From an optimization exercise on the open Yosys and OpenROAD flow, aimed at small area; shortcuts taken in it are not production practice.
In this exercise RTL edits were held to simulation tests only and were not proved equivalent to the original.
No activity file was given, so power comes from the tool's default toggle rates.

Design wrapper, start of the top module:
module wrapper(
  input sck,
  input ws,
  input rst,
  input start,
  input S_AXIS_tready,
  input [7:0]sd,
  output   [7:0] flag_mux_to_adc_debug,
  output   [7:0] flag_adc_to_mux_debug,
  output [127:0] S_AXIS_tdata,
  output         S_AXIS_tvalid,
  output         S_AXIS_tlast,
  output [255:0] data_debug
);
  wire [95:0] data_a, data_b, tdata;
  wire        valid_a, valid_b, ready_a, ready_b, run;
  adc u_adc_a (
    .sck(sck), .rst(rst), .ws(ws), .run(run), .sd(sd[3:0]),
    .flag_in(ready_a), .flag_out(valid_a), .data(data_a)
  );
  adc u_adc_b (
    .sck(sck), .rst(rst), .ws(ws), .run(run), .sd(sd[7:4]),
    .flag_in(ready_b), .flag_out(valid_b), .data(data_b)
  );
  mux m0 (
    .clk(sck), .rst(rst), .start(start), .S_AXIS_tready(S_AXIS_tready),
    .data_a(data_a), .data_b(data_b),
    .flag_a_in(valid_a), .flag_b_in(valid_b),
    .tdata(tdata), .S_AXIS_tvalid(S_AXIS_tvalid), .S_AXIS_tlast(S_AXIS_tlast),
  ...
==> flow/config.mk <==
export PLATFORM = sky130hd
export DESIGN_NAME = wrapper
export DESIGN_NICKNAME = wrapper
export VERILOG_FILES = /design/flow/design.v
export SDC_FILE = /design/flow/constraint.sdc
export NUM_CORES = 4
export LEC_CHECK = 0
export CAP_MARGIN = 20
export CORE_MARGIN = 2
export CORE_UTILIZATION = 65
export PLACE_DENSITY = 0.75
export SLEW_MARGIN = 20
==> flow/constraint.sdc <==
create_clock -name core_clock -period 5.0 [get_ports {sck}]
set_input_delay 1.0000 -clock core_clock [delete_from_list [all_inputs] [get_ports {sck}]]
set_output_delay 1.0000 -clock core_clock [all_outputs]
set_load 0.01 [all_outputs]
standard.sh (not shown) runs the stock make flow with config.mk's settings and CLKGATE_MAP_FILE= SYNTH_SCRIPT=/design/flow/synth_recipe.tcl, a recipe that flattens the netlist after the stock synthesis.
==> flow/flow/run.sh <==
#!/bin/bash
# The standard layout (standard.sh) with these changes:
#  - synthesis maps logic with an area-oriented ABC script (flow/synth.tcl);
#    flip-flops are mapped exactly as in the standard synthesis
#  - every port gets the smallest buffer, buf_1
#  - clock tree synthesis: larger sink clusters, clkbuf_4/clkbuf_8, no
#    dummy loads
#  - constant outputs share one tie cell (no tie fanout repair)
# Each tool's output goes to a log of its own in this folder.
set -euo pipefail
here=$(pwd)
export FLOW_ABC_SCRIPT=$here/flow/abc_area.script
export BUFFER_PORTS_ARGS="-buffer_cell sky130_fd_sc_hd__buf_1"
export CTS_ARGS="-sink_clustering_enable -repair_clock_nets -dont_use_dummy_load -sink_clustering_size 20 -sink_clustering_max_diameter 40 -buf_list {sky130_fd_sc_hd__clkbuf_4 sky130_fd_sc_hd__clkbuf_8}"
export SKIP_REPAIR_TIE_FANOUT=1
sed "s#SYNTH_SCRIPT=[^ ]*#SYNTH_SCRIPT=$here/flow/synth.tcl#" standard.sh > flow_standard.sh
grep -q "SYNTH_SCRIPT=$here/flow/synth.tcl" flow_standard.sh
bash flow_standard.sh > standard.log 2>&1
==> flow/flow/abc_area.script <==
strash
dch -f
amap -m -F 4 -A 8
topo
strash
dch -f
amap -m -F 4 -A 8
topo
==> flow/flow/synth.tcl <==
# The standard flow's synthesis script (synth_recipe.tcl) with one change: ABC maps the
# logic with an area-oriented script (flow/abc_area.script) instead of
# ORFS's speed script. Flip-flops are mapped before ABC runs, so the
# registers, their names and cell types are those of the standard synthesis.
proc synth {args} { yosys synth -nofsm -noshare {*}$args }
proc abc {args} {
  set i [lsearch -exact $args -script]
  if { $i >= 0 } {
    lset args [expr {$i + 1}] $::env(FLOW_ABC_SCRIPT)
  }
  yosys abc {*}$args
}
source $::env(SCRIPTS_DIR)/synth.tcl
# left out here: clear keep_hierarchy, flatten, clean up, hide names made inside functions, write 1_2_yosys.v
Then changed:
--- a/flow/flow/run.sh
+++ b/flow/flow/run.sh
@@ -13,3 +13,3 @@
 export BUFFER_PORTS_ARGS="-buffer_cell sky130_fd_sc_hd__buf_1"
-export CTS_ARGS="-sink_clustering_enable -repair_clock_nets -dont_use_dummy_load -sink_clustering_size 20 -sink_clustering_max_diameter 40 -buf_list {sky130_fd_sc_hd__clkbuf_4 sky130_fd_sc_hd__clkbuf_8}"
+export CTS_ARGS="-sink_clustering_enable -repair_clock_nets -dont_use_dummy_load -sink_clustering_size 12 -sink_clustering_max_diameter 35 -buf_list {sky130_fd_sc_hd__clkbuf_4 sky130_fd_sc_hd__clkbuf_8}"
 export SKIP_REPAIR_TIE_FANOUT=1
CORE_UTILIZATION = 40   (was 65)
PLACE_DENSITY = not set   (was 0.75)
Total power is higher by 5.8%.
Via count is higher by 0.93%.
Clock-buffer cell count is higher by 33.
Non-clock buffer count is higher by 2.
Hold slack improves by 0.023 ns.
Setup slack improves by 0.15 ns.
Die area is higher by 61%.
Wire length is higher by 9.8%.
Synthesized area stays the same.
Combinational power hardly moves.
Then changed:
--- a/flow/flow/run.sh
+++ b/flow/flow/run.sh
@@ -13,3 +13,3 @@
 export BUFFER_PORTS_ARGS="-buffer_cell sky130_fd_sc_hd__buf_1"
-export CTS_ARGS="-sink_clustering_enable -repair_clock_nets -dont_use_dummy_load -sink_clustering_size 12 -sink_clustering_max_diameter 35 -buf_list {sky130_fd_sc_hd__clkbuf_4 sky130_fd_sc_hd__clkbuf_8}"
+export CTS_ARGS="-sink_clustering_enable -repair_clock_nets -dont_use_dummy_load -sink_clustering_size 10 -sink_clustering_max_diameter 40 -buf_list {sky130_fd_sc_hd__clkbuf_4}"
 export SKIP_REPAIR_TIE_FANOUT=1
=>
- setup slack got worse by 0.14 ns
- via count is about the same
- non-clock buffer count is unchanged
- clock skew goes up by 0.0085 ns
- routed wire length came out lower by about 0.4%
- register-to-register slack is better by 0.02 ns
- cell count drops by about 0.4%
- power goes down by 6.1%
- design area fell by 2.8%
- die area is unchanged
Then changed:
--- a/flow/flow/run.sh
+++ b/flow/flow/run.sh
@@ -13,3 +13,3 @@
 export BUFFER_PORTS_ARGS="-buffer_cell sky130_fd_sc_hd__buf_1"
-export CTS_ARGS="-sink_clustering_enable -repair_clock_nets -dont_use_dummy_load -sink_clustering_size 10 -sink_clustering_max_diameter 40 -buf_list {sky130_fd_sc_hd__clkbuf_4}"
+export CTS_ARGS="-sink_clustering_enable -repair_clock_nets -dont_use_dummy_load -sink_clustering_size 36 -sink_clustering_max_diameter 60 -buf_list {sky130_fd_sc_hd__clkbuf_16}"
 export SKIP_REPAIR_TIE_FANOUT=1
Outcome: Wire length drops by 0.71%; clock power climbs by 30%; design area climbs by 1.7%; hold slack stays flat; global-route usage drops by 0.25 points; sequential power stays flat; core utilization climbs by 0.75 points.
Then changed:
--- a/flow/flow/run.sh
+++ b/flow/flow/run.sh
@@ -13,3 +13,3 @@
 export BUFFER_PORTS_ARGS="-buffer_cell sky130_fd_sc_hd__buf_1"
-export CTS_ARGS="-sink_clustering_enable -repair_clock_nets -dont_use_dummy_load -sink_clustering_size 36 -sink_clustering_max_diameter 60 -buf_list {sky130_fd_sc_hd__clkbuf_16}"
+export CTS_ARGS="-sink_clustering_enable -repair_clock_nets -dont_use_dummy_load -sink_clustering_size 20 -sink_clustering_max_diameter 60 -buf_list {sky130_fd_sc_hd__clkbuf_4 sky130_fd_sc_hd__clkbuf_8}"
 export SKIP_REPAIR_TIE_FANOUT=1
CAP_MARGIN = 5   (was 20)
SLEW_MARGIN = 5   (was 20)
Result: Cell area falls by 1.7%. Total power falls by 4.3%. Count of clock-buffer cells in the layout is higher by 4. Worst hold slack got worse by 0.013 ns. Global-route usage is about the same. Worst setup slack gets worse by 0.088 ns. Combinational power hardly moves. Critical path depth increases by 1. Wire length barely changes. Cell count is about the same. Flip-flop and latch count does not change.
Then changed:
--- a/flow/flow/run.sh
+++ b/flow/flow/run.sh
@@ -13,3 +13,3 @@
 export BUFFER_PORTS_ARGS="-buffer_cell sky130_fd_sc_hd__buf_1"
-export CTS_ARGS="-sink_clustering_enable -repair_clock_nets -dont_use_dummy_load -sink_clustering_size 20 -sink_clustering_max_diameter 60 -buf_list {sky130_fd_sc_hd__clkbuf_4 sky130_fd_sc_hd__clkbuf_8}"
+export CTS_ARGS="-sink_clustering_enable -repair_clock_nets -dont_use_dummy_load -sink_clustering_size 24 -sink_clustering_max_diameter 50 -buf_list {sky130_fd_sc_hd__clkbuf_8 sky130_fd_sc_hd__clkbuf_16}"
 export SKIP_REPAIR_TIE_FANOUT=1
CAP_MARGIN = 20   (was 5)
CORE_UTILIZATION = 55   (was 40)
PLACE_DENSITY = 0.7   (was not set)
SLEW_MARGIN = 20   (was 5)
Outcome: The new run finished clean; via count grows by 0.93%; final cell count came out lower by 9.1%; die area shrinks by 27%; hold slack gets better by 0.038 ns; setup slack got worse by 0.20 ns; sequential power is about the same.

[re-timing with driven ports]
Ports are ideal in the flow. The routed layouts listed here were re-timed in OpenROAD. Step 1 assumes that a clkbuf_16 drives the clock port and a buf_2 every other input. Step 2 times the ports against the registers' clock, not the clock port: input delays grow and output delays shrink by t, the midpoint of the rising clock arrivals with the driver on. Three values: ideal, step 1, step 2; two values: the first two.
run	shift t [ns]	slack for setup (ns)	slew at the worst register clock pin (ns)
the first run	0.603	1.744 / 1.699 / 1.725	0.11 / 0.11
the second run	0.631	1.898 / 1.854 / 1.861	0.08 / 0.08
the third run	0.763	1.757 / 1.712 / 1.872	0.12 / 0.12
the fourth run	0.584	1.974 / 1.924 / 1.860	0.12 / 0.12
the fifth run	0.617	1.886 / 1.841 / 1.897	0.12 / 0.12
the sixth run	0.551	1.688 / 1.639 / 1.918	0.09 / 0.09
After both steps every run listed still meets setup and hold. The setup slack of the fourth run, which loses most, moves by -0.050 ns with the drivers and by -0.114 ns with both steps.
